Source: an optimization exercise on an open RTL-to-GDS flow (aim: small area). Production flows keep margins and buffers that such runs may drop.
Only simulation tests tie the RTL to the original design; equivalence was not proved.

Setup of P:
## AHBL_dwarfRV32
module AHBL_dwarfRV32 (
    input HCLK,
    input HRESETn,
    input [31:0]    HRDATA,
    input           HREADY,
    input           HRESP,                 
    output [31:0]   HADDR,
    output [2:0]    HSIZE,
    output [2:0]    HBURST,
    output [3:0]    HPROT,
    output          HMASTLOCK,
    output [1:0]    HTRANS,
    output [31:0]   HWDATA,
    output          HWRITE,
    input  [15:0] INT,
    output simdone
);
Size: about 1400 flip-flops, ~130 I/O pins, about 70000 um^2 of cells after synthesis.
Settings: LEC_CHECK=0, CAP_MARGIN=20, CORE_MARGIN=2, CORE_UTILIZATION=40, SLEW_MARGIN=20; clock period 11.0 ns.
run.sh (not shown) runs the stock make flow with config.mk's settings and CLKGATE_MAP_FILE= SYNTH_SCRIPT=/design/flow/synth_recipe.tcl, a recipe that flattens the netlist after the stock synthesis.
[inputs] Q vs P
diff --git a/flow/design.v b/flow/design.v
--- a/flow/design.v
+++ b/flow/design.v
@@ -1,10 +1,25 @@
+module rv32_imm_gen (
+    input [31:0] inst,
+    output reg [31:0] imm
+);
+    always @(*) begin
+        case (inst[6:2])
+            5'b01_000  : imm = { {21{inst[31]}}, inst[30:25], inst[11:8], inst[7] };
+            5'b01_101,
+            5'b00_101  : imm = { inst[31:12], 12'b0 };
+            5'b11_011    : imm = { {12{inst[31]}}, inst[19:12], inst[20], inst[30:21], 1'b0 };
+            5'b11_000 : imm = { {20{inst[31]}}, inst[7], inst[30:25], inst[11:8], 1'b0 };
+            default        : imm = { {21{inst[31]}}, inst[30:20] };
+        endcase
+    end
+endmodule
 module rv32_alu (
     input  [31:0] a, b,
     input  [4:0]  opcode,
     input  [2:0]  func3,
     input         f7_5,
     input         tgt,           
     output [31:0] r,
     output        cf, zf, vf, sf
 );
     wire I = (opcode == 5'b00_100);
@@ -119,44 +134,25 @@
     wire [11:0] csr1 = IR1[31:20];
     wire csrrw1  = sys1 & (f3_1 == 3'b001);
     wire csrrci1 = sys1 & (f3_1 == 3'b111);
     wire ld_cycle = csrrw1 & (csr1 == 12'hc00);
     wire c_cycle  = csrrci1 & (csr1 == 12'hc00);
     wire ld_time  = csrrw1 & (csr1 == 12'hc01);
     wire c_time   = csrrci1 & (csr1 == 12'hc01);
     wire ld_uie   = csrrw1 & (csr1 == 12'h004);
     wire c_uie    = csrrci1 & (csr1 == 12'h004);
     wire [4:0] uimm = IR1[19:15];
-    reg fS, fU, fJ, fB;          
-    reg bsrc_r, asrc_r, brjal_r;
-    wire [4:0] opI = IR[6:2];
-    always @(posedge clk or posedge rst)
-        if (rst) begin
-            fS <= 1'b0; fU <= 1'b0; fJ <= 1'b0; fB <= 1'b0;
-            bsrc_r <= 1'b1; asrc_r <= 1'b0; brjal_r <= 1'b0;
-        end else if (cyc & ~hold) begin
-            fS <= opI == 5'b01_000;
-            fU <= (opI == 5'b01_101) | (opI == 5'b00_101);
-            fJ <= opI == 5'b11_011;
-            fB <= opI == 5'b11_000;
-            bsrc_r <= alui0 | load0 | store0 | jalr0 | (opI == 5'b00_101) | (opI == 5'b01_101);
-            asrc_r <= opI == 5'b00_101;
-            brjal_r <= br0 | (opI == 5'b11_011);
-        end
-    wire [31:0] I1 = fS ? { {21{IR1r[31]}}, IR1r[30:25], IR1r[11:8], IR1r[7] } :
-                     fU ? { IR1r[31:12], 12'b0 } :
-                     fJ ? { {12{IR1r[31]}}, IR1r[19:12], IR1r[20], IR1r[30:21], 1'b0 } :
-                     fB ? { {20{IR1r[31]}}, IR1r[7], IR1r[30:25], IR1r[11:8], 1'b0 } :
-                          { {21{IR1r[31]}}, IR1r[30:20] };
-    wire tgt = cyc & ~sq & brjal_r;
-    wire [31:0] alu_a = ((~sq & asrc_r) | tgt) ? PC1 : R1;
-    wire [31:0] alu_b = (sq | bsrc_r | tgt) ? I1 : R2;
+    wire [31:0] I1;
+    rv32_imm_gen IMMG (.inst(IR1r), .imm(I1));
+    wire tgt = cyc & (br1 | jal1);
+    wire [31:0] alu_a = (auipc1 | tgt) ? PC1 : R1;
+    wire [31:0] alu_b = (alui1 | load1 | store1 | jalr1 | auipc1 | lui1 | tgt) ? I1 : R2;
     wire [31:0] alu_r;
     wire alu_cf, alu_zf, alu_vf, alu_sf;
     rv32_alu ALU (.a(alu_a), .b(alu_b), .opcode(op1), .func3(f3_1), .f7_5(IR1[30]), .tgt(tgt),
                   .r(alu_r), .cf(alu_cf), .zf(alu_zf), .vf(alu_vf), .sf(alu_sf));
     reg [31:0] disi, ext_bdo;
     always @(*) begin
         case (Rlo)
             2'b00: disi = bdo;
             2'b01: disi = bdo >> 8;
             2'b10: disi = bdo >> 16;
--- outcome ---
- Status(Q) = ERROR, stage = synthesis (1_2_yosys)

port drivers added, routing unchanged:
In the flow no input, the clock included, has a driving cell. The finished layout below was timed again as built, in two steps.
Step 1: set_driving_cell puts a clkbuf_16 on HCLK and a buf_2 on each other input, an assumption about the parent block.
Step 2 times the ports against the registers' clock, not the clock port: input delays grow and output delays shrink by t, the midpoint of the rising clock arrivals with the driver on.
a / b / c = no drivers / after step 1 / after step 2; a / b = the first two.
run: P
t (ns): 0.859
setup WS [ns]: 0.607 / 0.523 / 1.382
clock arrival spread, ns: 0.059 / 0.059
worst register clock-pin slew, ns: 0.07 / 0.07
cell pins on the clock port's net: 1
After both steps setup and hold are still met in P. For P, drivers alone change the setup slack by -0.084 ns; drivers and shift together by +0.775 ns.
